What follows belongs to an exercise in optimizing a design on an open flow for small area, a short achievable clock period and few clock cycles; a production flow would make more cautious choices. Only simulation tests tie the RTL to the original design; equivalence was not proved. Power is estimated from default activity; no workload was simulated.

**design/flow/design.v**
```verilog
module LASER (
    input CLK,
    input RST,
    input  [3:0] X,
    input  [3:0] Y,
    output [3:0] C1X,
    output [3:0] C1Y,
    output [3:0] C2X,
    output [3:0] C2Y,
    output reg DONE
);
reg        scan;           
reg  [5:0] cnt;            
reg  [3:0] ph;             
reg        first;          
reg        pv;             
reg        role;           
reg  [7:0] A;              
reg  [7:0] F;              
wire       read_last = ~scan & (cnt == 6'd39);
wire       t_last    = scan & (cnt == 6'd18);
reg  [5:0] best_val;
reg  [7:0] best_pos;
reg  [5:0] mcur;
reg        eqA;            
wire       change = ~pv | (best_val > mcur);
wire       stop   = scan & (cnt == 6'd0) & ~first & ~change;
wire       clr    = RST | stop;
reg  [15:0] B [0:15];
wire [3:0]  yrow = Y - ph - 4'd1;      
integer i;
always @(posedge CLK) begin
    for (i = 0; i < 16; i = i + 1) begin
        if (clr)
            B[i] <= 16'd0;
        else
            B[i] <= B[(i + 1) % 16] | ((~scan && yrow == i) ? (16'd1 << X) : 16'd0);
    end
end
wire [4:0] dfy = {1'b0, ph} - {1'b0, F[7:4]};         
wire [16:0] h;                                        
genvar gd, gc, gk;
generate
for (gk = 0; gk < 17; gk = gk + 1) begin : g_h
    assign h[gk] = (dfy == ((gk - 8) & 31));
end
endgenerate
wire [8:0] B_w [0:15];                               
generate
for (gd = 0; gd < 9; gd = gd + 1) begin : g_row
    localparam integer D = gd - 4;
    wire valid = (D < 0) ? (ph >= -D) : (ph <= 15 - D);
    wire s4 = h[8 - D];
    wire s3 = h[8 - D + 1] | h[8 - D - 1] | h[8 - D + 2] | h[8 - D - 2];
    wire s2 = h[8 - D + 3] | h[8 - D - 3];
    wire s0 = ((8 - D + 4) <= 16 ? h[(8 - D + 4) % 17] : 1'b0) |
              ((8 - D - 4) >= 0  ? h[(8 - D - 4 + 17) % 17] : 1'b0);
    for (gc = 0; gc < 16; gc = gc + 1) begin : g_col
        wire le4 = (F[3:0] + 4 >= gc) && (F[3:0] <= gc + 4);
        wire le3 = (F[3:0] + 3 >= gc) && (F[3:0] <= gc + 3);
        wire le2 = (F[3:0] + 2 >= gc) && (F[3:0] <= gc + 2);
        wire le0 = (F[3:0] == gc);
        wire covf = (s4 & le4) | (s3 & le3) | (s2 & le2) | (s0 & le0);
        assign B_w[gc][gd] = B[(D + 16) % 16][gc] & valid & ~covf;
    end
end
endgenerate
function [1:0] fa;             
    input a, b, c;
    fa = {(a & b) | (a & c) | (b & c), a ^ b ^ c};
endfunction
function [1:0] ha;
    input a, b;
    ha = {a & b, a ^ b};
endfunction
wire [2:0] S2n [0:15];
wire [2:0] S3n [0:15];
generate
for (gc = 0; gc < 16; gc = gc + 1) begin : g_vs
    wire [8:0] w = B_w[gc];
    wire [1:0] f1 = fa(w[2], w[3], w[5]);
    wire [1:0] f2 = fa(f1[0], w[4], w[6]);
    wire [1:0] h1 = ha(f1[1], f2[1]);
    assign S2n[gc] = {h1[1], h1[0], f2[0]};
    wire [1:0] f3 = fa(f2[0], w[1], w[7]);
    wire [1:0] h2 = ha(h1[0], f3[1]);
    assign S3n[gc] = {h1[1] | h2[1], h2[0], f3[0]};
end
endgenerate
reg [2:0] S2 [0:15];
reg [2:0] S3 [0:15];
reg [8:0] V_w [0:15];      
reg [3:0] row1;            
reg       wr1;             
reg [3:0] r0;              
always @(posedge CLK) begin
    for (i = 0; i < 16; i = i + 1) begin
        S2[i]  <= S2n[i];
        S3[i]  <= S3n[i];
        V_w[i] <= B_w[i] & 9'b100010001;
    end
    row1 <= ph;
    wr1  <= (cnt != 6'd0) && (ph < r0);
    if (cnt == 6'd0)
        r0 <= ph;
end
wire [5:0] cov [0:15];
generate
for (gc = 0; gc < 16; gc = gc + 1) begin : g_cov
    wire [15:0] c1;   
    wire [15:0] c2;   
    wire [15:0] c4;   
    assign c1[0] = S3[gc][0];
    assign c1[1] = V_w[gc][0];
    assign c1[2] = V_w[gc][8];
    assign c1[3] = (gc >= 1)  ? S3[(gc + 15) % 16][0] : 1'b0;
    assign c1[4] = (gc <= 14) ? S3[(gc + 1) % 16][0]  : 1'b0;
    assign c1[5] = (gc >= 2)  ? S3[(gc + 14) % 16][0] : 1'b0;
    assign c1[6] = (gc <= 13) ? S3[(gc + 2) % 16][0]  : 1'b0;
    assign c1[7] = (gc >= 3)  ? S2[(gc + 13) % 16][0] : 1'b0;
    assign c1[8] = (gc <= 12) ? S2[(gc + 3) % 16][0]  : 1'b0;
    assign c1[9] = (gc >= 4)  ? V_w[(gc + 12) % 16][4] : 1'b0;
    assign c1[10] = (gc <= 11) ? V_w[(gc + 4) % 16][4] : 1'b0;
    assign c1[15:11] = 5'd0;
    assign c2[0] = S3[gc][1];
    assign c2[1] = (gc >= 1)  ? S3[(gc + 15) % 16][1] : 1'b0;
    assign c2[2] = (gc <= 14) ? S3[(gc + 1) % 16][1]  : 1'b0;
    assign c2[3] = (gc >= 2)  ? S3[(gc + 14) % 16][1] : 1'b0;
    assign c2[4] = (gc <= 13) ? S3[(gc + 2) % 16][1]  : 1'b0;
    assign c2[5] = (gc >= 3)  ? S2[(gc + 13) % 16][1] : 1'b0;
    assign c2[6] = (gc <= 12) ? S2[(gc + 3) % 16][1]  : 1'b0;
    assign c2[15:7] = 9'd0;
    assign c4[0] = S3[gc][2];
    assign c4[1] = (gc >= 1)  ? S3[(gc + 15) % 16][2] : 1'b0;
    assign c4[2] = (gc <= 14) ? S3[(gc + 1) % 16][2]  : 1'b0;
    assign c4[3] = (gc >= 2)  ? S3[(gc + 14) % 16][2] : 1'b0;
    assign c4[4] = (gc <= 13) ? S3[(gc + 2) % 16][2]  : 1'b0;
    assign c4[5] = (gc >= 3)  ? S2[(gc + 13) % 16][2] : 1'b0;
    assign c4[6] = (gc <= 12) ? S2[(gc + 3) % 16][2]  : 1'b0;
    assign c4[15:7] = 9'd0;
    wire [1:0] a1 = fa(c1[0], c1[1], c1[2]);
    wire [1:0] a2 = fa(c1[3], c1[4], c1[5]);
    wire [1:0] a3 = fa(c1[6], c1[7], c1[8]);
    wire [1:0] a4 = fa(c1[9], c1[10], a1[0]);
    wire [1:0] a5 = fa(a2[0], a3[0], a4[0]);        
    wire [1:0] b1 = fa(c2[0], c2[1], c2[2]);
    wire [1:0] b2 = fa(c2[3], c2[4], c2[5]);
    wire [1:0] b3 = fa(c2[6], a1[1], a2[1]);
    wire [1:0] b4 = fa(a3[1], a4[1], a5[1]);
    wire [1:0] b5 = fa(b1[0], b2[0], b3[0]);
    wire [1:0] b6 = ha(b4[0], b5[0]);               
    wire [1:0] e1 = fa(c4[0], c4[1], c4[2]);
    wire [1:0] e2 = fa(c4[3], c4[4], c4[5]);
    wire [1:0] e3 = fa(c4[6], b1[1], b2[1]);
    wire [1:0] e4 = fa(b3[1], b4[1], b5[1]);
    wire [1:0] e5 = fa(e1[0], e2[0], e3[0]);
    wire [1:0] e6 = fa(e4[0], e5[0], b6[1]);        
    wire [1:0] g1 = fa(e1[1], e2[1], e3[1]);
    wire [1:0] g2 = fa(e4[1], e5[1], e6[1]);
    wire [1:0] g3 = ha(g1[0], g2[0]);               
    wire [1:0] k1 = fa(g1[1], g2[1], g3[1]);        
    assign cov[gc] = {k1[1], k1[0], g3[0], e6[0], b6[0], a5[0]};
end
endgenerate
reg [5:0] cov_r [0:15];
reg [3:0] row2;
reg       wr2;
always @(posedge CLK) begin
    for (i = 0; i < 16; i = i + 1)
        cov_r[i] <= cov[i];
    row2 <= row1;
    wr2  <= wr1;
end
function [7:0] pick;           
    input [7:0] a, b;
    pick = (b[7:2] > a[7:2]) ? b : a;
endfunction
reg [5:0] gv_r [0:3];
reg [1:0] gi_r [0:3];
reg [3:0] row3;
reg       wr3;
genvar gg;
generate
for (gg = 0; gg < 4; gg = gg + 1) begin : g_grp
    wire [7:0] p01 = pick({cov_r[4*gg],     2'd0}, {cov_r[4*gg + 1], 2'd1});
    wire [7:0] p23 = pick({cov_r[4*gg + 2], 2'd2}, {cov_r[4*gg + 3], 2'd3});
    wire [7:0] p   = pick(p01, p23);
    always @(posedge CLK) begin
        gv_r[gg] <= p[7:2];
        gi_r[gg] <= p[1:0];
    end
end
endgenerate
always @(posedge CLK) begin
    row3 <= row2;
    wr3  <= wr2;
    if (scan && cnt >= 6'd2 && row2 == A[7:4])
        mcur <= cov_r[A[3:0]];
end
function [9:0] pick4;          
    input [9:0] a, b;
    pick4 = (b[9:4] > a[9:4]) ? b : a;
endfunction
wire [9:0] q01  = pick4({gv_r[0], 2'd0, gi_r[0]}, {gv_r[1], 2'd1, gi_r[1]});
wire [9:0] q23  = pick4({gv_r[2], 2'd2, gi_r[2]}, {gv_r[3], 2'd3, gi_r[3]});
wire [9:0] q    = pick4(q01, q23);
wire [5:0] rmax = q[9:4];
wire [3:0] rarg = q[3:0];
reg        best_wr;        
wire       tb       = wr3 & ~best_wr;
wire       s2_on    = scan & (cnt >= 6'd3);                  
wire       take     = (cnt == 6'd3) | ({rmax, tb} > {best_val, 1'b0});
wire [7:0] best_pos_n = take ? {row3, rarg} : best_pos;
always @(posedge CLK) begin
    if (s2_on && take) begin
        best_val <= rmax;
        best_pos <= {row3, rarg};
        best_wr  <= wr3;
        eqA      <= ({row3, rarg} == A);
    end
end
always @(posedge CLK) begin
    if (RST) begin
        scan <= 1'b0;
        cnt  <= 6'd0;
        DONE <= 1'b0;
        ph   <= 4'd0;
    end else begin
        DONE <= stop;
        ph   <= ph + 4'd1;
        if (~scan) begin
            cnt  <= read_last ? 6'd0 : cnt + 6'd1;
            scan <= read_last;
        end else if (stop) begin
            cnt  <= 6'd0;
            scan <= 1'b0;
        end else begin
            cnt  <= t_last ? 6'd0 : cnt + 6'd1;
        end
    end
end
always @(posedge CLK) begin
    if (~scan) begin
        A <= 8'd0; F <= 8'd0; role <= 1'b0;
        first <= 1'b1; pv <= 1'b0;
    end else begin
        if (cnt == 6'd0 && ~first)
            pv <= pv | ~eqA;
        if (t_last) begin
            F     <= best_pos_n;
            A     <= F;
            role  <= ~role;
            first <= 1'b0;
        end
    end
end
assign C1X = role ? F[3:0] : A[3:0];
assign C1Y = role ? F[7:4] : A[7:4];
assign C2X = role ? A[3:0] : F[3:0];
assign C2Y = role ? A[7:4] : F[7:4];
endmodule
```
**design/flow/run.sh**
```bash
#!/bin/bash
# synth_recipe.tcl (not shown) runs the flow's synth.tcl, then flattens the netlist and writes it again
# the make line also repeats each setting of config.mk as NAME=value (left out here)
make -C /OpenROAD-flow-scripts/flow DESIGN_CONFIG=/design/flow/config.mk WORK_HOME=/design/flow/orfs CLKGATE_MAP_FILE= SYNTH_SCRIPT=/design/flow/synth_recipe.tcl finish
```
**design/flow/config.mk**
```make
export PLATFORM = sky130hd
export DESIGN_NAME = LASER
export DESIGN_NICKNAME = LASER
export VERILOG_FILES = /design/flow/design.v
export SDC_FILE = /design/flow/constraint.sdc
export NUM_CORES = 4
export LEC_CHECK = 0
export CAP_MARGIN = 20
export CORE_MARGIN = 2
export CORE_UTILIZATION = 40
export SLEW_MARGIN = 20
```
**design/flow/constraint.sdc**
```tcl
create_clock -name core_clock -period 11.0 [get_ports {CLK}]
set_input_delay 2.2000 -clock core_clock [delete_from_list [all_inputs] [get_ports {CLK}]]
set_output_delay 2.2000 -clock core_clock [all_outputs]
set_load 0.01 [all_outputs]
```
==> flow_metrics.tcl, run 1 <==
set metrics [dict create \
    hold_path_end "row2[1]" \
    peakVddDrop_mv 0.119 \
    hold_viol 0 \
    cpMostUsedCell "fa_1" \
    slew_viol_final 0 \
    path_cells "inv_1 -> ha_1 -> inv_1 -> fa_1 -> a21o_1 -> nor3b_4 -> nand3_4 -> a21oi_2 -> a211o_1 -> o22a_1 -> a211oi_1 -> fa_1 -> fa_1 -> inv_1 -> fa_1 -> inv_1 -> fa_1" \
    num_rows 109 \
    clk_path_buf_depth 3 \
    grt_pass1_wl_um 172000 \
    grt_pass1_vias 26785 \
    cts_tree "yes" \
    ys_ff_latch 600 \
    multi_input_area_mm2 0.0204 \
    yosys.area.top_type "dfxtp_1" \
    setup-tns-final_ns 0 \
    ant_nets 0 \
    drive_above_1_share_pct 7.03 \
    area_growth_pct 10.6 \
    period_share_pct 54.4 \
    postCtsHoldBufs 0 \
    core_area_mm2 0.0880 \
    critPathMaxStageDelay_ns 0.88 \
    clock_skew_ns 0.0437 \
    grt-ovfl-total 0 \
    synth.distinct_cells 90 \
    finalCriticalPeriod_ns 5.98 \
    critical-path-top-delay-family "adder cells" \
    fin_cells 4895 \
    power_density_mw_per_mm2 139 \
    drt_iter0_drc 3058 \
    cts.sinks 600 \
    required_ns 11.49 \
    power.leakage_nw 16.6 \
    r2r_end "S3[0][1]" \
    yosys_most_used_dff "dfxtp_1" \
    gp_congestion 1.03 \
    synthArstFlopShare_pct 0 \
    critPathCaptureType "register" \
    viasPerCell 5.55 \
    hpwl_um 90600 \
    utilization_pct 44.4 \
    synth.most_common_cell "dfxtp_1" \
    dp.cells 4771 \
    synth_edf_count 26 \
    clkTransAtPathRegs_ns 0.06 \
    worstPathMaxFanout 17 \
    post_cts_buffers 0 \
    setup_viol 0 \
    io_pins 27 \
    cts_resized 0 \
    dr_total_vias 27176 \
    final_area_mm2 0.0391 \
    tightestPinTransition_ns 1.16 \
    ff2ff_path_depth 17 \
    synth_area_leaders "dfxtp_1, fa_1, ha_1, inv_1, a21oi_1" \
    die_y_um 301 \
    drc 0 \
    cts_made_buffers 68 \
    syn-cell-area_mm2 0.0354 \
    die_x_um 301 \
    maxCapViolCount 0 \
    synth_cells 3704 \
    hold_class "register to register" \
    clock.fmax_ghz 0.167 \
    die_area_mm2 0.0908 \
    root_buffer "clkbuf_16" \
    grt_max_degree 223 \
    criticalPathCategory "register to register" \
    synth_warnings 8 \
    port_buffers 26 \
    r2r_slack_ns 5.02 \
    synth_commonest_cells "dfxtp_1, inv_1, nor2_1" \
    worst-path-buf-inv 4 \
    max-slew-margin-rel_pct 22.6 \
    syn-num-nets 4260 \
    wl_per_cell_um 23.4 \
    syn_avg_cell_area_um2 9.55 \
    worstHoldPathCells 0 \
    drt-total-wl_um 115000 \
    worstPathArrival_ns 6.47 \
    htree_num_levels 3 \
    crit_slowest_cell "a21oi_2" \
    seq_area_frac_synth_pct 34.7 \
    num-fill-cells 8420 \
    gr-usage-all-layers_pct 25.3 \
    hp-start "row1[1]" \
    start_util_pct 40.2 \
    netlist.area_leader.share_pct 32.5 \
    r2r_start "ph[0]" \
    register_area_mm2 0.0123 \
    rsz0062_at_grt "false" \
    clk_latency_ns 0.65 \
    antenna_found_initial 0 \
    setup.worst_path.start_class "register" \
    place_area_mm2 0.0368 \
    hold_slack_ns 0.326 \
    nNetsFinal 4232 \
    status "finished clean" \
    drtPass1Iterations 6 \
]
area by class of cell:
class	count	share of cell area (%)
multi-input cells	2410	52.3
flip-flops and latches	600	31.4
clock buffers	93	5.01
inverters	514	4.94
well taps	1165	3.73
repair buffers	82	1.77
clock inverters	30	0.842
diodes	1	0.00640
registers in the layout, summed over array words and instances (netlist names), 6 cells and up:
register and flops:
S3 48, best_pos 8, A 8, V_w 48, gi_r 8, mcur 6, gv_r 24, B 256
S2 48, best_val 6, cnt 6, F 8, cov_r 96
cell families after synthesis:
logic type	Yosys count	synth area share (%)
AOI/OAI and AO/OA	881	16.8
buffers and inverters	694	7.66
adders and majority gates	546	26.2
muxes	109	3.25
DFF	600	34.7
xor gates and xnor gates	33	0.839
and+or+nand+nor	841	10.5
routing by layer:
metal,GRT usage (%),wire (µm)
met1,34.5,50100
met2,38.6,49900
met3,4.88,8650
met4,11.8,5890
met5,0,0
report_power, final:
group / internal, mW / switching [mW] / leakage [nW] / total [mW]
clock: 1.36 / 0.948 / 1.11 / 2.30
combinational: 0.280 / 0.561 / 10.7 / 0.841
sequential: 2.25 / 0.0528 / 4.86 / 2.31
worst max path at each step:
stage | depth (start not counted) | slack (ns) | end | startpoint
6_report | 17 | 5.02 | S3[0][1] | ph[0]
4_1_cts | 20 | 4.85 | best_pos[7] | gv_r[2][5]
5_1_grt | 20 | 4.68 | best_pos[7] | gv_r[2][5]
3_5_place_dp | 20 | 4.89 | best_pos[7] | gv_r[2][5]
3_3_place_gp | 20 | 4.97 | best_pos[4] | gv_r[2][5]
2_1_floorplan | 22 | 5.96 | best_pos[0] | gv_r[2][5]
placed cells by master (no fill, tap or decap), types with 17 or more instances in the layout:
master	n
a211oi_1	34
a21o_1	21
a21oi_1	351
a221oi_1	79
buf_4	55
clkbuf_16	70
clkdlybuf4s50_1	26
dfxtp_1	574
edfxtp_1	26
fa_1	326
ha_1	220
inv_1	511
mux2_2	27
mux2i_1	80
nand2_1	211
nand2b_1	37
nand3_1	36
nor2_1	403
nor2b_1	30
nor3_1	32
o2111ai_1	80
o211ai_1	47
o21a_1	19
o21ai_0	73
o221ai_1	26
o22ai_1	38
xnor2_1	17
stage by stage:
stage	setup WS, ns	total power, mW
after global routing	4.68	5.65
after floorplan	5.96	2.91
final	5.02	5.45
after global placement	4.97	3.18
after detailed placement	4.89	3.17
after CTS	4.85	5.48
Testbench counts, summed over its fixed seeds: cycles 12,767.
==> run 2, diff against run 1 <==
--- a/design/flow/design.v
+++ b/design/flow/design.v
@@ -12,19 +12,23 @@
 reg        scan;           
 reg  [5:0] cnt;            
 reg  [3:0] ph;             
-reg        first;          
+reg  [3:0] icnt;           
+reg        isid;           
+reg  [3:0] r0;             
+reg  [7:0] Fm;             
 reg        pv;             
 reg        role;           
 reg  [7:0] A;              
 reg  [7:0] F;              
+reg        dec;            
 wire       read_last = ~scan & (cnt == 6'd39);
-wire       t_last    = scan & (cnt == 6'd18);
 reg  [5:0] best_val;
 reg  [7:0] best_pos;
-reg  [5:0] mcur;
+reg  [5:0] mcur;           
+reg  [5:0] mprev;          
 reg        eqA;            
-wire       change = ~pv | (best_val > mcur);
-wire       stop   = scan & (cnt == 6'd0) & ~first & ~change;
+wire       change = ~pv | (best_val > mprev);
+wire       stop   = dec & ~change;
 wire       clr    = RST | stop;
 reg  [15:0] B [0:15];
 wire [3:0]  yrow = Y - ph - 4'd1;      
@@ -37,7 +41,7 @@
             B[i] <= B[(i + 1) % 16] | ((~scan && yrow == i) ? (16'd1 << X) : 16'd0);
     end
 end
-wire [4:0] dfy = {1'b0, ph} - {1'b0, F[7:4]};         
+wire [4:0] dfy = {1'b0, ph} - {1'b0, Fm[7:4]};         
 wire [16:0] h;                                        
 genvar gd, gc, gk;
 generate
@@ -56,10 +60,10 @@
     wire s0 = ((8 - D + 4) <= 16 ? h[(8 - D + 4) % 17] : 1'b0) |
               ((8 - D - 4) >= 0  ? h[(8 - D - 4 + 17) % 17] : 1'b0);
     for (gc = 0; gc < 16; gc = gc + 1) begin : g_col
-        wire le4 = (F[3:0] + 4 >= gc) && (F[3:0] <= gc + 4);
-        wire le3 = (F[3:0] + 3 >= gc) && (F[3:0] <= gc + 3);
-        wire le2 = (F[3:0] + 2 >= gc) && (F[3:0] <= gc + 2);
-        wire le0 = (F[3:0] == gc);
+        wire le4 = (Fm[3:0] + 4 >= gc) && (Fm[3:0] <= gc + 4);
+        wire le3 = (Fm[3:0] + 3 >= gc) && (Fm[3:0] <= gc + 3);
+        wire le2 = (Fm[3:0] + 2 >= gc) && (Fm[3:0] <= gc + 2);
+        wire le0 = (Fm[3:0] == gc);
         wire covf = (s4 & le4) | (s3 & le3) | (s2 & le2) | (s0 & le0);
         assign B_w[gc][gd] = B[(D + 16) % 16][gc] & valid & ~covf;
     end
@@ -91,8 +95,8 @@
 reg [2:0] S3 [0:15];
 reg [8:0] V_w [0:15];      
 reg [3:0] row1;            
-reg       wr1;             
-reg [3:0] r0;              
+reg       v1, sid1, fst1, lst1, wr1;    
+wire      restart;
 always @(posedge CLK) begin
     for (i = 0; i < 16; i = i + 1) begin
         S2[i]  <= S2n[i];
@@ -100,8 +104,12 @@
         V_w[i] <= B_w[i] & 9'b100010001;
     end
     row1 <= ph;
-    wr1  <= (cnt != 6'd0) && (ph < r0);
-    if (cnt == 6'd0)
+    v1   <= scan & ~clr & ~restart;
+    sid1 <= isid;
+    fst1 <= (icnt == 4'd0);
+    lst1 <= (icnt == 4'd15);
+    wr1  <= (icnt != 4'd0) && (ph < r0);
+    if (icnt == 4'd0)
         r0 <= ph;
 end
 wire [5:0] cov [0:15];
@@ -164,12 +172,13 @@
 endgenerate
 reg [5:0] cov_r [0:15];
 reg [3:0] row2;
-reg       wr2;
+reg       v2, sid2, fst2, lst2, wr2;
 always @(posedge CLK) begin
     for (i = 0; i < 16; i = i + 1)
         cov_r[i] <= cov[i];
     row2 <= row1;
-    wr2  <= wr1;
+    v2   <= v1 & ~clr & ~(restart & (sid1 == isid));
+    sid2 <= sid1; fst2 <= fst1; lst2 <= lst1; wr2 <= wr1;
 end
 function [7:0] pick;           
     input [7:0] a, b;
@@ -191,11 +200,14 @@
     end
 end
 endgenerate
+reg       v3, sid3, fst3, lst3;
+wire [7:0] Ac = (v3 & lst3) ? F : A;
 always @(posedge CLK) begin
     row3 <= row2;
-    wr3  <= wr2;
-    if (scan && cnt >= 6'd2 && row2 == A[7:4])
-        mcur <= cov_r[A[3:0]];
+    v3   <= v2 & ~clr & ~(restart & (sid2 == isid));
+    sid3 <= sid2; fst3 <= fst2; lst3 <= lst2; wr3 <= wr2;
+    if (v2 && row2 == Ac[7:4])
+        mcur <= cov_r[Ac[3:0]];
 end
 function [9:0] pick4;          
     input [9:0] a, b;
@@ -208,11 +220,11 @@
 wire [3:0] rarg = q[3:0];
 reg        best_wr;        
 wire       tb       = wr3 & ~best_wr;
-wire       s2_on    = scan & (cnt >= 6'd3);                  
-wire       take     = (cnt == 6'd3) | ({rmax, tb} > {best_val, 1'b0});
+wire       take     = v3 & (fst3 | ({rmax, tb} > {best_val, 1'b0}));
 wire [7:0] best_pos_n = take ? {row3, rarg} : best_pos;
-always @(posedge CLK) begin
-    if (s2_on && take) begin
+assign     restart  = take & (sid3 != isid);
+always @(posedge CLK) begin
+    if (take) begin
         best_val <= rmax;
         best_pos <= {row3, rarg};
         best_wr  <= wr3;
@@ -225,32 +237,46 @@
         cnt  <= 6'd0;
         DONE <= 1'b0;
         ph   <= 4'd0;
+        dec  <= 1'b0;
     end else begin
         DONE <= stop;
         ph   <= ph + 4'd1;
+        dec  <= v3 & lst3 & ~stop;
         if (~scan) begin
             cnt  <= read_last ? 6'd0 : cnt + 6'd1;
             scan <= read_last;
         end else if (stop) begin
-            cnt  <= 6'd0;
             scan <= 1'b0;
-        end else begin
-            cnt  <= t_last ? 6'd0 : cnt + 6'd1;
         end
     end
 end
 always @(posedge CLK) begin
     if (~scan) begin
-        A <= 8'd0; F <= 8'd0; role <= 1'b0;
-        first <= 1'b1; pv <= 1'b0;
+        icnt <= 4'd0;
+        isid <= 1'b0;
+        Fm   <= 8'd0;
+    end else if (restart) begin
+        icnt <= 4'd0;
+        Fm   <= best_pos_n;
     end else begin
-        if (cnt == 6'd0 && ~first)
+        icnt <= icnt + 4'd1;
+        if (icnt == 4'd15) begin
+            isid <= ~isid;
+            Fm   <= best_pos_n;        
+        end
+    end
+end
+always @(posedge CLK) begin
+    if (~scan) begin
+        A <= 8'd0; F <= 8'd0; role <= 1'b0; pv <= 1'b0;
+    end else begin
+        if (dec)
             pv <= pv | ~eqA;
-        if (t_last) begin
+        if (v3 & lst3) begin
             F     <= best_pos_n;
             A     <= F;
             role  <= ~role;
-            first <= 1'b0;
+            mprev <= mcur;
         end
     end
 end
--- a/design/flow/config.mk
+++ b/design/flow/config.mk
@@ -8,4 +8,5 @@
 export CAP_MARGIN = 20
 export CORE_MARGIN = 2
 export CORE_UTILIZATION = 40
+export SETUP_SLACK_MARGIN = 5
 export SLEW_MARGIN = 20
==> run 2 against run 1 <==
  * Final area up 4.3%
  * Global-route usage rose by 0.91 points
  * Sequential power increased by 5%
  * Largest cell class unchanged
==> flow_metrics.tcl, run 2 <==
set metrics [dict create \
    num_rows 111 \
    hold_path_end "lst3" \
    utilization_pct 44.7 \
    setup-tns-final_ns 0 \
    hold_class "register to register" \
    drt-total-wl_um 123000 \
    core_area_mm2 0.0912 \
    wl_per_cell_um 24.4 \
    critPathCaptureType "register" \
    p_clk_share_pct 41.0 \
    cts_made_buffers 70 \
    gr-usage-all-layers_pct 26.2 \
    nNetsFinal 4366 \
    io_pins 27 \
    seq_area_frac_synth_pct 35.1 \
    path_cells "ha_1 -> nor2b_1 -> a21boi_0 -> a2111oi_2 -> nand2_1 -> o22ai_1 -> or3_1 -> fa_1 -> inv_1 -> fa_1 -> fa_1 -> fa_1" \
    drive_above_1_share_pct 7.97 \
    ant_nets 0 \
    cts_tree "yes" \
    syn-num-nets 4382 \
    final_area_mm2 0.0408 \
    yosys_most_used_dff "dfxtp_1" \
    area_growth_pct 11.1 \
    worstHoldPathCells 0 \
    largest_reg_flops 256 \
    period_share_pct 53.0 \
    dr_total_vias 28355 \
    synth.distinct_cells 101 \
    clk_path_buf_depth 3 \
    clock.fmax_ghz 0.172 \
    cpMostUsedCell "fa_1" \
    die_area_mm2 0.0942 \
    clock_skew_ns 0.0390 \
    rsz0062_at_grt "false" \
    reg_top3 "B x256, cov_r x96" \
    synth_area_leaders "dfxtp_1, fa_1, ha_1, inv_1, a21oi_1" \
    criticalPathCategory "register to register" \
    viasPerCell 5.61 \
    r2r_slack_ns 5.18 \
    ys_ff_latch 631 \
    clkTransAtPathRegs_ns 0.06 \
    r2r_end "S3[7][1]" \
    dp.cells 4920 \
    drc 0 \
    clk_latency_ns 0.65 \
    worstPathMaxFanout 16 \
    power.leakage_nw 17.5 \
    critPathMaxStageDelay_ns 0.89 \
    p_comb_share_pct 18.6 \
    crit_slowest_cell "nand2_1" \
    root_buffer "clkbuf_16" \
    num-fill-cells 8680 \
    place_area_mm2 0.0382 \
    hp-start "lst2" \
    grt_pass1_wl_um 184000 \
    synth_warnings 8 \
    tightestPinTransition_ns 1.18 \
    netlist.area_leader.share_pct 33.1 \
    finalCriticalPeriod_ns 5.82 \
    die_x_um 307 \
    fin_cells 5052 \
    r2r_start "ph[3]" \
    p_seq_share_pct 40.5 \
    hpwl_um 95600 \
    cts.sinks 631 \
    grt-ovfl-total 0 \
    yosys.area.top_type "dfxtp_1" \
    setup.worst_path.start_class "register" \
    required_ns 11.51 \
    power_density_mw_per_mm2 147 \
    syn_avg_cell_area_um2 9.59 \
    maxCapViolCount 0 \
    max-slew-margin-rel_pct 21.5 \
    synth_cells 3827 \
    p_switching_mw 1.80 \
    setup_viol 0 \
    synth_commonest_cells "dfxtp_1, inv_1, nor2_1" \
    p_int_mw 4.17 \
    ff2ff_path_depth 12 \
    drtPass1Iterations 6 \
    peakVddDrop_mv 0.149 \
    final_cell_mix "dfxtp_1, inv_1, nor2_1" \
    slew_viol_final 0 \
    syn-cell-area_mm2 0.0367 \
    postCtsHoldBufs 0 \
    worstPathArrival_ns 6.33 \
    swShare_pct 30.1 \
    status "finished clean" \
    hold_viol 0 \
    port_buffers 26 \
    drt_iter0_drc 2804 \
    antenna_found_initial 5 \
    grt_pass1_vias 28106 \
    htree_num_levels 3 \
    grt_max_degree 218 \
    largest_register "B" \
    synth.most_common_cell "dfxtp_1" \
    die_y_um 307 \
    synth_edf_count 24 \
    synthArstFlopShare_pct 0 \
    layout_commonest_cell "dfxtp_1" \
    gp_congestion 1.01 \
    start_util_pct 40.2 \
]
-- run 2: changes by cell type in the layout (fill, tap and decap cells not counted), sizes merged, moves of 15 or more --
cell and change:
nand2 +21, o2111ai -50, o221ai +15, nor3 -17, and2 +16, a22oi +40
dfxtp +33, a211oi +20
-- run 2: worst max-delay path: cells and delay by family, from the launching register on --
kind | cells | cell delay (ns)
compound gates | 3 | 0.84
flops | 1 | 0.62
fa+ha+maj | 5 | 2.60
buf+inv | 1 | 0.08
simple gates | 3 | 1.54
-- run 2: final cells by class --
cell class	instances	area, µm²	share of cell area (%)
diodes	1	2.50	0.00614
clock buffers	89	1910	4.70
clock inverters	37	512	1.26
inverters	528	1980	4.87
multi-input cells	2486	21200	52.0
flip-flops and latches	631	12900	31.6
well taps	1186	1480	3.64
repair buffers	94	796	1.95
-- run 2: power by group through the flow --
stage               logic (mW)  registers, mW  clock network (mW)
finish                    1.11           2.42                2.45
global route              1.20           2.42                2.59
CTS                       1.09           2.42                2.50
detailed placement        1.08           2.47                   0
global placement          1.08           2.47                   0
floorplan                0.744           2.44                   0
-- run 2: through the flow --
| stage | total power, mW | hold WS (ns) | worst slack (ns) |
|---|---|---|---|
| 2_1_floorplan | 3.19 | 0.310 | 6.02 |
| 3_3_place_gp | 3.55 | 0.313 | 4.71 |
| 3_5_place_dp | 3.55 | 0.313 | 4.90 |
| 4_1_cts | 6.01 | 0.329 | 5.13 |
| 5_1_grt | 6.21 | 0.332 | 5.04 |
| 6_report | 5.97 | 0.328 | 5.18 |
-- run 2: logic make-up after synthesis --
kind of cell | count (synthesis) | share of synthesized area, %
flops | 631 | 35.1
mux | 109 | 3.11
fa+ha+maj | 545 | 25.3
simple gates | 882 | 10.6
compound gates | 918 | 17.4
xor+xnor | 32 | 0.877
buf+inv | 710 | 7.62
-- run 2: how the worst max path moves through the flow --
stage                     startpoint         to  slack (ns)  cells past startpoint
after global placement    gv_r[2][4]      Fm[4]        4.71                     20
after CTS                 gv_r[2][4]       F[4]        5.13                     21
final                          ph[3]   S3[7][1]        5.18                     12
after detailed placement       ph[0]  S3[10][1]        4.90                     16
after global routing           ph[0]  S3[10][1]        5.04                     16
after floorplan           gv_r[2][4]      Fm[2]        6.02                     22
-- run 2: metal layers --
metal	wire length (µm)	track usage [%]	vias to the layer above	share of wire, %
li1	-	-	12959	-
met1	53300	35.1	13761	43
met2	55000	41.2	1257	45
met3	8670	4.56	374	7.0
met4	6450	12.3	4	5.2
met5	24	0	-	0.019
-- run 2: repair_timing --
action / 4_1_cts / 5_1_grt
gates resized for setup: 1 / 8
buffers inserted: 1 / 4
endpoints found under the setup margin: 16 / 55
pin swaps: 0 / 0
Testbench counts of run 2, summed over its fixed seeds: cycles 11,958.
==> run 3, diff against run 2 <==
--- a/design/flow/design.v
+++ b/design/flow/design.v
@@ -41,14 +41,33 @@
             B[i] <= B[(i + 1) % 16] | ((~scan && yrow == i) ? (16'd1 << X) : 16'd0);
     end
 end
-wire [4:0] dfy = {1'b0, ph} - {1'b0, Fm[7:4]};         
-wire [16:0] h;                                        
-genvar gd, gc, gk;
-generate
-for (gk = 0; gk < 17; gk = gk + 1) begin : g_h
-    assign h[gk] = (dfy == ((gk - 8) & 31));
-end
-endgenerate
+reg  [16:0] h;
+reg  [15:0] fxh;           
+genvar gd, gc;
+function [16:0] hdec;          
+    input [3:0] p, fy;
+    reg [4:0] d;
+    integer k;
+    begin
+        d = {1'b0, p} - {1'b0, fy};
+        for (k = 0; k < 17; k = k + 1)
+            hdec[k] = (d == ((k - 8) & 31));
+    end
+endfunction
+function gt6;
+    input [5:0] a, b;
+    reg [5:0] g, l;
+    reg g10, l10, g32, l32, g54, l54, g30, l30;
+    begin
+        g = a & ~b;
+        l = ~a & b;
+        g10 = g[1] | (~l[1] & g[0]);  l10 = l[1] | (~g[1] & l[0]);
+        g32 = g[3] | (~l[3] & g[2]);  l32 = l[3] | (~g[3] & l[2]);
+        g54 = g[5] | (~l[5] & g[4]);  l54 = l[5] | (~g[5] & l[4]);
+        g30 = g32 | (~l32 & g10);     l30 = l32 | (~g32 & l10);
+        gt6 = g54 | (~l54 & g30);
+    end
+endfunction
 wire [8:0] B_w [0:15];                               
 generate
 for (gd = 0; gd < 9; gd = gd + 1) begin : g_row
@@ -60,10 +79,10 @@
     wire s0 = ((8 - D + 4) <= 16 ? h[(8 - D + 4) % 17] : 1'b0) |
               ((8 - D - 4) >= 0  ? h[(8 - D - 4 + 17) % 17] : 1'b0);
     for (gc = 0; gc < 16; gc = gc + 1) begin : g_col
-        wire le4 = (Fm[3:0] + 4 >= gc) && (Fm[3:0] <= gc + 4);
-        wire le3 = (Fm[3:0] + 3 >= gc) && (Fm[3:0] <= gc + 3);
-        wire le2 = (Fm[3:0] + 2 >= gc) && (Fm[3:0] <= gc + 2);
-        wire le0 = (Fm[3:0] == gc);
+        wire le0 = fxh[gc];
+        wire le2 = |(fxh & (32'h1f << gc) >> 2);
+        wire le3 = |(fxh & (32'h7f << gc) >> 3);
+        wire le4 = |(fxh & (32'h1ff << gc) >> 4);
         wire covf = (s4 & le4) | (s3 & le3) | (s2 & le2) | (s0 & le0);
         assign B_w[gc][gd] = B[(D + 16) % 16][gc] & valid & ~covf;
     end
@@ -180,23 +199,40 @@
     v2   <= v1 & ~clr & ~(restart & (sid1 == isid));
     sid2 <= sid1; fst2 <= fst1; lst2 <= lst1; wr2 <= wr1;
 end
-function [7:0] pick;           
-    input [7:0] a, b;
-    pick = (b[7:2] > a[7:2]) ? b : a;
+function gt6c;
+    input [5:0] a, b;
+    input c;
+    reg [5:0] g, l;
+    reg g10, l10, g32, l32, g54, l54, g30, l30;
+    begin
+        g = a & ~b;
+        l = ~a & b;
+        g10 = g[1] | (~l[1] & (g[0] | (~l[0] & c)));  l10 = l[1] | (~g[1] & l[0]);
+        g32 = g[3] | (~l[3] & g[2]);  l32 = l[3] | (~g[3] & l[2]);
+        g54 = g[5] | (~l[5] & g[4]);  l54 = l[5] | (~g[5] & l[4]);
+        g30 = g32 | (~l32 & g10);     l30 = l32 | (~g32 & l10);
+        gt6c = g54 | (~l54 & g30);
+    end
 endfunction
-reg [5:0] gv_r [0:3];
-reg [1:0] gi_r [0:3];
+function [9:0] pick;           
+    input [9:0] a, b;
+    pick = gt6(b[9:4], a[9:4]) ? b : a;
+endfunction
+reg [5:0] gv_r [0:1];
+reg [2:0] gi_r [0:1];
 reg [3:0] row3;
 reg       wr3;
 genvar gg;
 generate
-for (gg = 0; gg < 4; gg = gg + 1) begin : g_grp
-    wire [7:0] p01 = pick({cov_r[4*gg],     2'd0}, {cov_r[4*gg + 1], 2'd1});
-    wire [7:0] p23 = pick({cov_r[4*gg + 2], 2'd2}, {cov_r[4*gg + 3], 2'd3});
-    wire [7:0] p   = pick(p01, p23);
+for (gg = 0; gg < 2; gg = gg + 1) begin : g_half
+    wire [9:0] p0 = pick({cov_r[8*gg],     4'd0}, {cov_r[8*gg + 1], 4'd1});
+    wire [9:0] p1 = pick({cov_r[8*gg + 2], 4'd2}, {cov_r[8*gg + 3], 4'd3});
+    wire [9:0] p2 = pick({cov_r[8*gg + 4], 4'd4}, {cov_r[8*gg + 5], 4'd5});
+    wire [9:0] p3 = pick({cov_r[8*gg + 6], 4'd6}, {cov_r[8*gg + 7], 4'd7});
+    wire [9:0] p  = pick(pick(p0, p1), pick(p2, p3));
     always @(posedge CLK) begin
-        gv_r[gg] <= p[7:2];
-        gi_r[gg] <= p[1:0];
+        gv_r[gg] <= p[9:4];
+        gi_r[gg] <= p[2:0];
     end
 end
 endgenerate
@@ -209,18 +245,14 @@
     if (v2 && row2 == Ac[7:4])
         mcur <= cov_r[Ac[3:0]];
 end
-function [9:0] pick4;          
-    input [9:0] a, b;
-    pick4 = (b[9:4] > a[9:4]) ? b : a;
-endfunction
-wire [9:0] q01  = pick4({gv_r[0], 2'd0, gi_r[0]}, {gv_r[1], 2'd1, gi_r[1]});
-wire [9:0] q23  = pick4({gv_r[2], 2'd2, gi_r[2]}, {gv_r[3], 2'd3, gi_r[3]});
-wire [9:0] q    = pick4(q01, q23);
-wire [5:0] rmax = q[9:4];
-wire [3:0] rarg = q[3:0];
+wire       hi   = gt6(gv_r[1], gv_r[0]);
+wire [5:0] rmax = hi ? gv_r[1] : gv_r[0];
+wire [3:0] rarg = hi ? {1'b1, gi_r[1]} : {1'b0, gi_r[0]};
 reg        best_wr;        
 wire       tb       = wr3 & ~best_wr;
-wire       take     = v3 & (fst3 | ({rmax, tb} > {best_val, 1'b0}));
+wire       w0       = gt6c(gv_r[0], best_val, tb);
+wire       w1       = gt6c(gv_r[1], best_val, tb);
+wire       take     = v3 & (fst3 | (hi ? w1 : w0));
 wire [7:0] best_pos_n = take ? {row3, rarg} : best_pos;
 assign     restart  = take & (sid3 != isid);
 always @(posedge CLK) begin
@@ -250,6 +282,28 @@
         end
     end
 end
+wire       fm_load = restart | (icnt == 4'd15);
+wire [3:0] ph1 = ph + 4'd1;
+always @(posedge CLK) begin
+    if (~scan)
+        fxh <= 16'd1;
+    else if (take & fm_load)
+        fxh <= 16'd1 << rarg;
+    else if (icnt == 4'd15)
+        fxh <= 16'd1 << best_pos[3:0];
+    else
+        fxh <= fxh;
+end
+always @(posedge CLK) begin
+    if (~scan)
+        h <= hdec(ph1, 4'd0);
+    else if (take & fm_load)
+        h <= hdec(ph1, row3);
+    else if (icnt == 4'd15)
+        h <= hdec(ph1, best_pos[7:4]);
+    else
+        h <= hdec(ph1, Fm[7:4]);
+end
 always @(posedge CLK) begin
     if (~scan) begin
         icnt <= 4'd0;
==> run 3 against run 2 <==
  * Still clean on timing, DRC and antenna
  * Core utilization rose by 0.067 points
  * Clock skew shrank 0.0087 ns
  * Worst setup slack gained 0.81 ns
  * Fmax grew 16%
  * Die area decreased by 1.9%
  * Flip-flop and latch count is 15 higher
  * Critical path type unchanged
  * Largest cell class unchanged
  * Largest power group is now sequential cells
==> flow_metrics.tcl, run 3 <==
set metrics [dict create \
    synth.distinct_cells 88 \
    power_mw 5.35 \
    wl_per_cell_um 21.9 \
    syn-cell-area_mm2 0.0360 \
    htree_num_levels 3 \
    largest_reg_flops 256 \
    clkTransAtPathRegs_ns 0.06 \
    syn_avg_cell_area_um2 9.29 \
    hpwl_um 86800 \
    setup-tns-final_ns 0 \
    die_area_mm2 0.0923 \
    utilization_pct 44.7 \
    area_growth_pct 10.4 \
    synthArstFlopShare_pct 0 \
    r2r_start "fxh[3]" \
    synth_warnings 8 \
    viasPerCell 5.47 \
    crit_slowest_cell "nor2_1" \
    hp-start "fst2" \
    grt-ovfl-total 0 \
    tightestPinTransition_ns 1.20 \
    netlist.area_leader.share_pct 34.6 \
    final_area_mm2 0.0397 \
    hold_class "register to register" \
    num_rows 109 \
    ys_ff_latch 646 \
    nNetsFinal 4279 \
    power.leakage_nw 17.0 \
    hold_viol 0 \
    required_ns 11.48 \
    hold_slack_ns 0.324 \
    port_buffers 26 \
    worstPathMaxFanout 15 \
    reg_top3 "B x256, cov_r x96" \
    period_share_pct 45.6 \
    r2r_slack_ns 5.99 \
    drive_above_1_share_pct 6.81 \
    clk_latency_ns 0.63 \
    io_pins 27 \
    hold_path_end "fst3" \
    place_area_mm2 0.0374 \
    final_cell_mix "dfxtp_1, inv_1, nor2_1" \
    num-fill-cells 8480 \
    setup.worst_path.start_class "register" \
    path_cells "nor2_1 -> nand2_1 -> nor2_1 -> nand2_1 -> or2_2 -> a221o_1 -> fa_1 -> fa_1 -> fa_1 -> inv_1 -> fa_1" \
    gp_congestion 0.999 \
    maxCapViolCount 0 \
    dp_worst_setup_slack_ns 6.13 \
    grt_pass1_wl_um 168000 \
    drtPass1Iterations 8 \
    drc 0 \
    antenna_found_initial 2 \
    cts_made_buffers 67 \
    synth_area_leaders "dfxtp_1, fa_1, inv_1, a21oi_1, nor2_1" \
    cts.sinks 646 \
    seq_area_frac_synth_pct 36.6 \
    synth_commonest_cells "dfxtp_1, inv_1, nor2_1" \
    yosys.area.top_type "dfxtp_1" \
    max-slew-margin-rel_pct 19.3 \
    largest_register "B" \
    postCtsHoldBufs 0 \
    fin_cells 5042 \
    drt-total-wl_um 110000 \
    critPathMaxStageDelay_ns 0.60 \
    drt_iter0_drc 2773 \
    worstPathArrival_ns 5.49 \
    cpMostUsedCell "fa_1" \
    power_density_mw_per_mm2 135 \
    worstHoldPathCells 0 \
    dp.cells 4920 \
    synth_cells 3869 \
    dr_total_vias 27600 \
    setup_viol 0 \
    rsz0062_at_grt "false" \
    clock.fmax_ghz 0.200 \
    syn-num-nets 4322 \
    grt_max_degree 257 \
    ff2ff_path_depth 11 \
    yosys_most_used_dff "dfxtp_1" \
    finalCriticalPeriod_ns 5.01 \
    postLayoutSetupSlackWorst_ns 5.99 \
    peakVddDrop_mv 0.146 \
    post_cts_buffers 0 \
    gr-usage-all-layers_pct 23.6 \
    grt_pass1_vias 26799 \
    criticalPathCategory "register to register" \
    root_buffer "clkbuf_16" \
    r2r_end "S3[4][1]" \
    ant_nets 0 \
    status "finished clean" \
    layout_commonest_cell "dfxtp_1" \
    synth_edf_count 24 \
    cts_resized 0 \
    clock_skew_ns 0.0303 \
    core_area_mm2 0.0888 \
    start_util_pct 40.5 \
    synth.most_common_cell "dfxtp_1" \
    critPathCaptureType "register" \
    die_x_um 304 \
    slew_viol_final 0 \
    cts_tree "yes" \
    die_y_um 304 \
    clk_path_buf_depth 3 \
]
-- run 3: cell families after synthesis --
family,after synthesis,synth area share [%]
compound gates,902,17.2
xor+xnor,31,0.755
fa+ha+maj,477,23.2
buf+inv,755,7.90
flops,646,36.6
mux,82,2.40
simple gates,976,11.9
-- run 3: critical path, delay by kind of cell (launching register included) --
family,cells,cell delay [ns]
AO/OA/AOI/OAI,1,0.40
adder cells (fa/ha/maj),4,1.90
buffers and inverters,1,0.11
flip-flops,1,0.51
AND/OR/NAND/NOR,5,1.94
-- run 3: worst max-delay path by stage --
| stage | from | endpoint | slack (ns) | cells after the start |
|---|---|---|---|---|
| final | fxh[3] | S3[4][1] | 5.99 | 11 |
| after global routing | best_wr | h[15] | 5.74 | 13 |
| after CTS | gv_r[1][0] | fxh[9] | 6.10 | 13 |
| after detailed placement | gv_r[1][0] | fxh[6] | 6.13 | 13 |
| after global placement | gv_r[1][0] | fxh[1] | 6.13 | 13 |
| after floorplan | S3[5][0] | cov_r[5][4] | 6.53 | 13 |
-- run 3: power breakdown --
part           internal (mW)  switching [mW]
clock                   1.30           0.982
sequential              2.41          0.0677
combinational          0.207           0.387
total                   3.92            1.44
-- run 3: final cells by class --
type	instances	area [µm²]	share of cell area [%]
tap	1165	1460	3.67
clock inverter	21	193	0.485
timing repair buffer	85	736	1.85
sequential	646	13200	33.2
inverter	558	2100	5.28
clock buffer	98	2010	5.05
antenna	1	2.50	0.00630
multi-input combinational	2468	20000	50.5
-- run 3: metal layers --
layer | vias up | track usage (%) | share of wire [%] | wire length (µm)
li1 | 12943 | - | - | -
met1 | 13317 | 33.5 | 46 | 50400
met3 | 263 | 3.41 | 6.2 | 6870
met2 | 1075 | 36.4 | 44 | 48400
met5 | - | 0 | 0.010 | 11
met4 | 2 | 8.78 | 4.0 | 4410
Testbench counts of run 3, summed over its fixed seeds: cycles 11,958.
==> run 4, diff against run 3 <==
--- a/design/flow/design.v
+++ b/design/flow/design.v
@@ -20,25 +20,20 @@
 reg        role;           
 reg  [7:0] A;              
 reg  [7:0] F;              
-reg        dec;            
 wire       read_last = ~scan & (cnt == 6'd39);
 reg  [5:0] best_val;
 reg  [7:0] best_pos;
 reg  [5:0] mcur;           
-reg  [5:0] mprev;          
 reg        eqA;            
-wire       change = ~pv | (best_val > mprev);
-wire       stop   = dec & ~change;
-wire       clr    = RST | stop;
+wire       stop;           
+wire       flush  = RST | stop;
+wire       clr    = RST | DONE;    
 reg  [15:0] B [0:15];
 wire [3:0]  yrow = Y - ph - 4'd1;      
 integer i;
 always @(posedge CLK) begin
     for (i = 0; i < 16; i = i + 1) begin
-        if (clr)
-            B[i] <= 16'd0;
-        else
-            B[i] <= B[(i + 1) % 16] | ((~scan && yrow == i) ? (16'd1 << X) : 16'd0);
+        B[i] <= (clr ? 16'd0 : B[(i + 1) % 16]) | ((~scan && ~RST && yrow == i) ? (16'd1 << X) : 16'd0);
     end
 end
 reg  [16:0] h;
@@ -123,7 +118,7 @@
         V_w[i] <= B_w[i] & 9'b100010001;
     end
     row1 <= ph;
-    v1   <= scan & ~clr & ~restart;
+    v1   <= scan & ~flush & ~restart;
     sid1 <= isid;
     fst1 <= (icnt == 4'd0);
     lst1 <= (icnt == 4'd15);
@@ -168,25 +163,22 @@
     wire [1:0] a1 = fa(c1[0], c1[1], c1[2]);
     wire [1:0] a2 = fa(c1[3], c1[4], c1[5]);
     wire [1:0] a3 = fa(c1[6], c1[7], c1[8]);
-    wire [1:0] a4 = fa(c1[9], c1[10], a1[0]);
-    wire [1:0] a5 = fa(a2[0], a3[0], a4[0]);        
     wire [1:0] b1 = fa(c2[0], c2[1], c2[2]);
     wire [1:0] b2 = fa(c2[3], c2[4], c2[5]);
-    wire [1:0] b3 = fa(c2[6], a1[1], a2[1]);
-    wire [1:0] b4 = fa(a3[1], a4[1], a5[1]);
-    wire [1:0] b5 = fa(b1[0], b2[0], b3[0]);
-    wire [1:0] b6 = ha(b4[0], b5[0]);               
     wire [1:0] e1 = fa(c4[0], c4[1], c4[2]);
     wire [1:0] e2 = fa(c4[3], c4[4], c4[5]);
-    wire [1:0] e3 = fa(c4[6], b1[1], b2[1]);
-    wire [1:0] e4 = fa(b3[1], b4[1], b5[1]);
-    wire [1:0] e5 = fa(e1[0], e2[0], e3[0]);
-    wire [1:0] e6 = fa(e4[0], e5[0], b6[1]);        
+    wire [1:0] a4 = fa(a1[0], a2[0], a3[0]);
+    wire [1:0] b3 = fa(b1[0], b2[0], c2[6]);
+    wire [1:0] b4 = fa(a1[1], a2[1], a3[1]);
+    wire [1:0] e3 = fa(e1[0], e2[0], c4[6]);
+    wire [1:0] a5 = fa(a4[0], c1[9], c1[10]);       
+    wire [1:0] b5 = fa(b3[0], b4[0], a4[1]);
+    wire [1:0] e4 = fa(e3[0], b1[1], b2[1]);
     wire [1:0] g1 = fa(e1[1], e2[1], e3[1]);
-    wire [1:0] g2 = fa(e4[1], e5[1], e6[1]);
-    wire [1:0] g3 = ha(g1[0], g2[0]);               
-    wire [1:0] k1 = fa(g1[1], g2[1], g3[1]);        
-    assign cov[gc] = {k1[1], k1[0], g3[0], e6[0], b6[0], a5[0]};
+    wire [1:0] e5 = fa(e4[0], b3[1], b4[1]);
+    wire [1:0] g2 = fa(g1[0], e4[1], e5[1]);
+    wire [4:0] hsum = {g1[1], g2[0], e5[0], b5[0]} + {g2[1], 1'b0, b5[1], a5[1]};
+    assign cov[gc] = {hsum, a5[0]};
 end
 endgenerate
 reg [5:0] cov_r [0:15];
@@ -196,7 +188,7 @@
     for (i = 0; i < 16; i = i + 1)
         cov_r[i] <= cov[i];
     row2 <= row1;
-    v2   <= v1 & ~clr & ~(restart & (sid1 == isid));
+    v2   <= v1 & ~flush & ~(restart & (sid1 == isid));
     sid2 <= sid1; fst2 <= fst1; lst2 <= lst1; wr2 <= wr1;
 end
 function gt6c;
@@ -240,7 +232,7 @@
 wire [7:0] Ac = (v3 & lst3) ? F : A;
 always @(posedge CLK) begin
     row3 <= row2;
-    v3   <= v2 & ~clr & ~(restart & (sid2 == isid));
+    v3   <= v2 & ~flush & ~(restart & (sid2 == isid));
     sid3 <= sid2; fst3 <= fst2; lst3 <= lst2; wr3 <= wr2;
     if (v2 && row2 == Ac[7:4])
         mcur <= cov_r[Ac[3:0]];
@@ -255,6 +247,11 @@
 wire       take     = v3 & (fst3 | (hi ? w1 : w0));
 wire [7:0] best_pos_n = take ? {row3, rarg} : best_pos;
 assign     restart  = take & (sid3 != isid);
+wire       m0       = gt6(gv_r[0], mcur);
+wire       m1       = gt6(gv_r[1], mcur);
+wire       change   = ~pv | gt6(best_val, mcur) | (take & (hi ? m1 : m0));
+wire       eqA_n    = take ? ({row3, rarg} == A) : eqA;
+assign     stop     = v3 & lst3 & ~change;
 always @(posedge CLK) begin
     if (take) begin
         best_val <= rmax;
@@ -269,11 +266,9 @@
         cnt  <= 6'd0;
         DONE <= 1'b0;
         ph   <= 4'd0;
-        dec  <= 1'b0;
     end else begin
         DONE <= stop;
         ph   <= ph + 4'd1;
-        dec  <= v3 & lst3 & ~stop;
         if (~scan) begin
             cnt  <= read_last ? 6'd0 : cnt + 6'd1;
             scan <= read_last;
@@ -324,13 +319,11 @@
     if (~scan) begin
         A <= 8'd0; F <= 8'd0; role <= 1'b0; pv <= 1'b0;
     end else begin
-        if (dec)
-            pv <= pv | ~eqA;
         if (v3 & lst3) begin
+            pv    <= pv | ~eqA_n;
             F     <= best_pos_n;
             A     <= F;
             role  <= ~role;
-            mprev <= mcur;
         end
     end
 end
==> run 4 against run 3 <==
  * Still clean on timing, DRC and antenna
  * Wire length is 3.4% higher
  * Non-clock buffer count shrank 24
  * Combinational power up 3%
  * Final area is 0.62% higher
  * Global-route usage up 0.66 points
  * First-iteration DRC count up 24%
  * Clock power rose by 6%
  * Clock skew rose by 0.011 ns
  * Critical path depth is the same
==> flow_metrics.tcl, run 4 <==
set metrics [dict create \
    syn-num-nets 4215 \
    swShare_pct 26.8 \
    cts_resized 0 \
    finalCriticalPeriod_ns 4.80 \
    htree_num_levels 3 \
    critical-path-top-delay-family "adder cells" \
    r2r_slack_ns 6.20 \
    area_growth_pct 10.0 \
    yosys.area_share.simple_pct 10.3 \
    postLayoutSetupSlackWorst_ns 6.20 \
    worstHoldPathCells 0 \
    core_area_mm2 0.0900 \
    synth_commonest_cells "dfxtp_1, inv_1, nand2_1" \
    crit_slowest_cell "fa_1" \
    ant_nets 0 \
    rsz0062_at_grt "false" \
    root_buffer "clkbuf_16" \
    grt-ovfl-total 0 \
    cts_made_buffers 68 \
    synth_edf_count 17 \
    worst-path-buf-inv 1 \
    seq_area_frac_synth_pct 35.7 \
    worstPathMaxFanout 15 \
    ff2ff_path_depth 11 \
    port_buffers 26 \
    hold_viol 0 \
    required_ns 11.50 \
    p_switching_mw 1.46 \
    p_clk_share_pct 44.2 \
    tightestPinTransition_ns 1.24 \
    synth_top_family_by_area "adder cells" \
    gp_congestion 0.972 \
    yosys.area.top_type "dfxtp_1" \
    drt-total-wl_um 114000 \
    drive_above_1_share_pct 7.24 \
    syn_avg_cell_area_um2 9.64 \
    setup-tns-final_ns 0 \
    setup.worst_path.start_class "register" \
    syn-cell-area_mm2 0.0363 \
    antenna_found_initial 3 \
    drtPass1Iterations 8 \
    viasPerCell 5.59 \
    postCtsHoldBufs 0 \
    wl_per_cell_um 23.2 \
    largest_reg_flops 256 \
    clk_path_buf_depth 3 \
    io_pins 27 \
    ys_ff_latch 639 \
    hpwl_um 90000 \
    p_int_mw 3.99 \
    clock.fmax_ghz 0.208 \
    p_seq_share_pct 44.5 \
    power_density_mw_per_mm2 136 \
    die_y_um 305 \
    max-slew-margin-rel_pct 17.2 \
    netlist.area_leader.share_pct 34.3 \
    yosys_most_used_dff "dfxtp_1" \
    die_area_mm2 0.0932 \
    worstPathArrival_ns 5.30 \
    grt_pass1_vias 26682 \
    synthAdderAreaFrac_pct 22.6 \
    r2r_start "fxh[3]" \
    maxCapViolCount 0 \
    p_comb_share_pct 11.3 \
    startpoint "fxh[3]" \
    synthArstFlopShare_pct 0 \
    die_x_um 305 \
    final_cell_mix "dfxtp_1, inv_1, nand2_1" \
    drc 0 \
    synth_warnings 8 \
    synth_cells 3768 \
    hold_path_end "lst3" \
    r2r_end "S3[4][1]" \
    gr-usage-all-layers_pct 24.2 \
    synth.most_common_cell "dfxtp_1" \
    clk_latency_ns 0.65 \
    layout_commonest_cell "dfxtp_1" \
    criticalPathCategory "register to register" \
    clock_skew_ns 0.0409 \
    cts.sinks 639 \
    synth_xor_area_share_pct 1.50 \
    slew_viol_final 0 \
    power_mw 5.45 \
    reg_top3 "B x256, cov_r x96" \
    power.leakage_nw 16.7 \
    drt_iter0_drc 3427 \
    path_cells "nor2_1 -> nand2_1 -> nor2_1 -> nand2_1 -> or2_2 -> a221o_1 -> fa_1 -> fa_1 -> fa_1 -> inv_1 -> fa_1" \
    utilization_pct 44.4 \
    setup_viol 0 \
    largest_register "B" \
    grt_pass1_wl_um 172000 \
    dp_worst_setup_slack_ns 5.79 \
    cpMostUsedCell "fa_1" \
    nNetsFinal 4136 \
    clkTransAtPathRegs_ns 0.07 \
    critPathMaxStageDelay_ns 0.57 \
    grt_max_degree 257 \
    post_cts_buffers 0 \
    cts_tree "yes" \
    period_share_pct 43.6 \
    hp-start "lst2" \
    synth.distinct_cells 93 \
    synth_compound_area_share_pct 19.8 \
    num_rows 110 \
    start_util_pct 40.3 \
    status "finished clean" \
    hold_class "register to register" \
    dr_total_vias 27520 \
    synth_area_leaders "dfxtp_1, fa_1, inv_1, a22o_1, ha_1" \
    peakVddDrop_mv 0.118 \
    critPathCaptureType "register" \
    synth.area.mux_share_pct 2.39 \
]
==> run 4: layout make-up <==
class / count / area [µm²]
Fill cell: 8609 / 50100
Multi-Input combinational cell: 2384 / 20600
Sequential cell: 639 / 13000
Inverter: 535 / 2010
Clock buffer: 84 / 1890
Tap cell: 1176 / 1470
Timing Repair Buffer: 61 / 536
Clock inverter: 39 / 473
Antenna cell: 3 / 7.51
==> run 4: power groups by stage <==
stage | clock network (mW) | registers (mW) | logic [mW]
finish | 2.41 | 2.43 | 0.614
global route | 2.54 | 2.43 | 0.660
CTS | 2.45 | 2.43 | 0.603
detailed placement | 0 | 2.48 | 0.600
global placement | 0 | 2.48 | 0.602
floorplan | 0 | 2.45 | 0.428
==> run 4: layer usage <==
metal	vias to the layer above	track usage (%)	routed length, µm
met1	13258	34.1	51000
met3	240	4.04	8340
met2	1167	37.4	50100
met4	2	8.86	4510
met5	-	0	13
li1	12853	-	-
==> run 4: metrics by stage <==
stage	instances	hold slack, ns	instance area, µm²
final	4921	0.326	40000
after global routing	4918	0.330	39900
after CTS	4916	0.327	39900
after detailed placement	4793	0.312	37600
after global placement	4793	0.311	37600
after floorplan	3768	0.310	36300
==> run 4: cell families after synthesis <==
group | count (synthesis)
buffers and inverters | 745
xor gates and xnor gates | 62
and+or+nand+nor | 838
AOI/OAI and AO/OA | 931
DFF | 639
adders and majority gates | 473
muxes | 80
==> run 4: worst max path at each step <==
stage                           to  slack, ns  depth (start not counted)
after floorplan           B[2][10]       6.90                          7
final                     S3[4][1]       6.20                         11
after global placement    B[14][8]       5.87                          7
after detailed placement  B[2][12]       5.79                          7
after CTS                 S3[4][1]       6.30                         11
after global routing      S3[4][1]       5.95                         11
==> run 4: worst reg2reg max path: cells and delay by family (launching register included) <==
kind / cells / cell delay [ns]
adder cells (fa/ha/maj): 4 / 1.90
AND/OR/NAND/NOR: 5 / 1.80
flip-flops: 1 / 0.49
AO/OA/AOI/OAI: 1 / 0.40
buffers and inverters: 1 / 0.08
Testbench counts of run 4, summed over its fixed seeds: cycles 11,859.
==> run 5, diff against run 4 <==
--- a/design/flow/design.v
+++ b/design/flow/design.v
@@ -20,24 +20,37 @@
 reg        role;           
 reg  [7:0] A;              
 reg  [7:0] F;              
-wire       read_last = ~scan & (cnt == 6'd39);
+wire       read_last = ~scan & (cnt == 6'd40);    
 reg  [5:0] best_val;
 reg  [7:0] best_pos;
 reg  [5:0] mcur;           
 reg        eqA;            
 wire       stop;           
 wire       flush  = RST | stop;
-wire       clr    = RST | DONE;    
+reg        RSTr;           
+wire       clr    = RSTr | DONE;   
 reg  [15:0] B [0:15];
-wire [3:0]  yrow = Y - ph - 4'd1;      
+reg  [3:0]  Xr, Yr;        
+reg         pt;            
+wire [3:0]  yrow = Yr - ph - 4'd1;     
 integer i;
 always @(posedge CLK) begin
+    RSTr <= RST;
+    Xr <= X;
+    Yr <= Y;
+    pt <= ~RST & ~scan & (cnt != 6'd40);
     for (i = 0; i < 16; i = i + 1) begin
-        B[i] <= (clr ? 16'd0 : B[(i + 1) % 16]) | ((~scan && ~RST && yrow == i) ? (16'd1 << X) : 16'd0);
+        B[i] <= (clr ? 16'd0 : B[(i + 1) % 16]) | ((pt && yrow == i) ? (16'd1 << Xr) : 16'd0);
     end
 end
 reg  [16:0] h;
 reg  [15:0] fxh;           
+reg  [8:0]  vrow;          
+wire [3:0]  ph_n = ph + 4'd1;
+integer vd;
+always @(posedge CLK)
+    for (vd = 0; vd < 9; vd = vd + 1)
+        vrow[vd] <= ({2'b00, ph_n} + vd >= 4) && ({2'b00, ph_n} + vd <= 19);
 genvar gd, gc;
 function [16:0] hdec;          
     input [3:0] p, fy;
@@ -67,7 +80,7 @@
 generate
 for (gd = 0; gd < 9; gd = gd + 1) begin : g_row
     localparam integer D = gd - 4;
-    wire valid = (D < 0) ? (ph >= -D) : (ph <= 15 - D);
+    wire valid = vrow[gd];
     wire s4 = h[8 - D];
     wire s3 = h[8 - D + 1] | h[8 - D - 1] | h[8 - D + 2] | h[8 - D - 2];
     wire s2 = h[8 - D + 3] | h[8 - D - 3];
==> design/flow/flow/run.sh (new file) <==
#!/bin/bash
set -e
cp standard.sh standard.sh.log.txt 2>/dev/null || true
sed -i 's/^export SETUP_SLACK_MARGIN.*$//' config.mk
echo "export SETUP_SLACK_MARGIN = ${MARGIN:-7}" >> config.mk
bash standard.sh > standard.log 2>&1
==> design/flow/standard.sh (new file) <==
#!/bin/bash
# synth_recipe.tcl (not shown) runs the flow's synth.tcl, then flattens the netlist and writes it again
# the make line also repeats each setting of config.mk as NAME=value (left out here)
make -C /OpenROAD-flow-scripts/flow DESIGN_CONFIG=/design/flow/config.mk WORK_HOME=/design/flow/orfs CLKGATE_MAP_FILE= SYNTH_SCRIPT=/design/flow/synth_recipe.tcl "${@:-finish}"
--- a/design/flow/config.mk
+++ b/design/flow/config.mk
@@ -8,5 +8,5 @@
 export CAP_MARGIN = 20
 export CORE_MARGIN = 2
 export CORE_UTILIZATION = 40
-export SETUP_SLACK_MARGIN = 5
 export SLEW_MARGIN = 20
+export SETUP_SLACK_MARGIN = 7
removed: design/flow/run.sh
==> run 5 against run 4 <==
  * Total power rose by 8.5%
  * Still clean
  * Via count rose by 5.4%
  * Fmax rose by 21%
  * Combinational power rose by 29%
  * Clock power rose by 7%
  * Synthesized area rose by 2.8%
  * Non-clock buffer count rose by 75
  * Sequential share of layout area fell by 0.83 points
  * Clock skew fell by 0.0076 ns
  * Final area rose by 6.1%
  * Global-route usage fell by 0.096 points
  * Final cell count rose by 5.2%
  * Highest routed layer unchanged
==> flow_metrics.tcl, run 5 <==
set metrics [dict create \
    synthAdderAreaFrac_pct 22.7 \
    synth.area.mux_share_pct 2.27 \
    synth_cells 3886 \
    r2r_end "S3[10][1]" \
    final_cell_mix "dfxtp_1, inv_1, nand2_1" \
    yosys.area.top_type "dfxtp_1" \
    dr_total_vias 28997 \
    cts.sinks 658 \
    max-slew-margin-rel_pct 19.3 \
    criticalPathCategory "register to register" \
    startpoint "fxh[11]" \
    setup.worst_path.start_class "register" \
    synth_area_leaders "dfxtp_1, fa_1, inv_1, ha_1, a22o_1" \
    setup_viol 0 \
    die_x_um 310 \
    synth_commonest_cells "dfxtp_1, inv_1, nand2_1" \
    grt_pass1_vias 27805 \
    drt-total-wl_um 117000 \
    synth_edf_count 17 \
    htree_num_levels 3 \
    hold_class "register to register" \
    seq_area_frac_synth_pct 35.7 \
    p_int_mw 4.29 \
    root_buffer "clkbuf_16" \
    clock.fmax_ghz 0.251 \
    rsz0062_at_grt "true" \
    synth_compound_area_share_pct 19.8 \
    status "finished clean" \
    peakVddDrop_mv 0.123 \
    p_switching_mw 1.62 \
    synth_xor_area_share_pct 1.62 \
    grt_pass1_wl_um 175000 \
    worstPathArrival_ns 4.47 \
    p_seq_share_pct 43.1 \
    synth.distinct_cells 83 \
    core_area_mm2 0.0929 \
    yosys_most_used_dff "dfxtp_1" \
    tightestPinTransition_ns 1.21 \
    r2r_start "fxh[11]" \
    io_pins 27 \
    gp_congestion 1.01 \
    netlist.area_leader.share_pct 34.4 \
    worstPathMaxFanout 10 \
    power.leakage_nw 17.8 \
    cts_made_buffers 71 \
    clk_path_buf_depth 3 \
    synth_warnings 8 \
    setup-tns-final_ns 0 \
    p_clk_share_pct 43.5 \
    num-fill-cells 8724 \
    largest_reg_flops 256 \
    drc 0 \
    antenna_found_initial 2 \
    maxCapViolCount 0 \
    gr-usage-all-layers_pct 24.1 \
    period_share_pct 36.2 \
    syn_avg_cell_area_um2 9.61 \
    grt-ovfl-total 0 \
    drt_iter0_drc 3210 \
    p_comb_share_pct 13.4 \
    crit_end "S3[10][1]" \
    power_density_mw_per_mm2 140 \
    die_y_um 310 \
    drtPass1Iterations 7 \
    slew_viol_final 0 \
    start_util_pct 40.2 \
    swShare_pct 27.4 \
    port_buffers 26 \
    syn-num-nets 4354 \
    reg_top3 "B x256, cov_r x96" \
    critPathCaptureType "register" \
]
run 5: cell count changes in the layout (fill, tap and decap cells not counted), sizes merged, moves of 16 or more:
cell | previous run | this run
buf | 35 | 108
a21oi | 100 | 129
nor2 | 224 | 196
ha | 125 | 146
dfxtp | 622 | 641
clkdlybuf4s50 | 26 | 10
dlygate4sd2 | 0 | 16
run 5: cell type report:
class | instances | area (µm²) | area share, %
flip-flops and latches | 658 | 13400 | 31.6
inverters | 540 | 2030 | 4.79
clock buffers | 93 | 1980 | 4.67
well taps | 1254 | 1570 | 3.70
repair buffers | 136 | 1140 | 2.69
clock inverters | 34 | 534 | 1.26
multi-input cells | 2463 | 21700 | 51.3
run 5: cells by family after synthesis:
family	count (synthesis)
fa+ha+maj	497
flops	658
xor+xnor	69
buf+inv	765
simple gates	847
compound gates	971
mux	79
run 5: how the worst min path moves through the flow:
| stage | start | end | slack (ns) | depth (start not counted) |
|---|---|---|---|---|
| detailed placement | fst2 | fst3 | 0.31 | 0 |
| global route | fst2 | fst3 | 0.33 | 0 |
| global placement | row1[1] | row2[1] | 0.31 | 0 |
| floorplan | fst1 | fst2 | 0.31 | 0 |
| CTS | fst2 | fst3 | 0.33 | 0 |
| finish | fst2 | fst3 | 0.33 | 0 |
run 5: power by group through the flow:
stage	registers [mW]	clock network (mW)	logic (mW)
after floorplan	2.54	0	0.532
after global placement	2.60	0	0.701
after detailed placement	2.60	0	0.699
after CTS	2.55	2.62	0.739
after global routing	2.55	2.71	0.846
final	2.55	2.58	0.791
run 5: critical path, cell delays in order, from the launching register on:
cell and delay (ns):
dfxtp_4 0.38, or2_4 0.29, nor4_4 0.45, buf_4 0.22, nand3_4 0.15, a221o_1 0.40
fa_1 0.56, fa_1 0.45, fa_1 0.42, inv_1 0.09, fa_1 0.42
run 5: timing repair:
action                     4_1_cts  5_1_grt
hold endpoints to repair         0        0
pin swaps                        7       27
gates cloned                     0        2
resized for setup              113       80
hold buffers                     0        0
setup buffers                   21       51
setup endpoints to repair      109       54
run 5: per-layer routing:
layer / vias to the layer above / routed length [µm] / global-route usage [%]
li1: 13407 / - / -
met4: 2 / 6190 / 11.5
met1: 13774 / 51800 / 33.4
met5: - / 13 / 0
met2: 1418 / 50800 / 36.8
met3: 396 / 8450 / 3.89
run 5: metrics by stage:
stage	instance area (µm²)	setup slack, ns	std cells	power [mW]	utilization (%)
after CTS	41700	6.95	5124	5.91	44.8
after global routing	42400	6.91	5178	6.11	45.6
final	42400	7.02	5178	5.92	45.6
after floorplan	37400	6.93	3886	3.07	-
after detailed placement	38700	6.01	4976	3.30	41.6
after global placement	38700	6.08	4976	3.30	41.6
Testbench counts of run 5, summed over its fixed seeds: cycles 11,952.

Setup slack of run 5, layout unchanged: 7.017 ns with ideal ports, 7.010 ns with driving cells assumed (clock clkbuf_16, inputs buf_2), 7.017 ns with port delays also shifted by the 0.682 ns mid clock arrival.
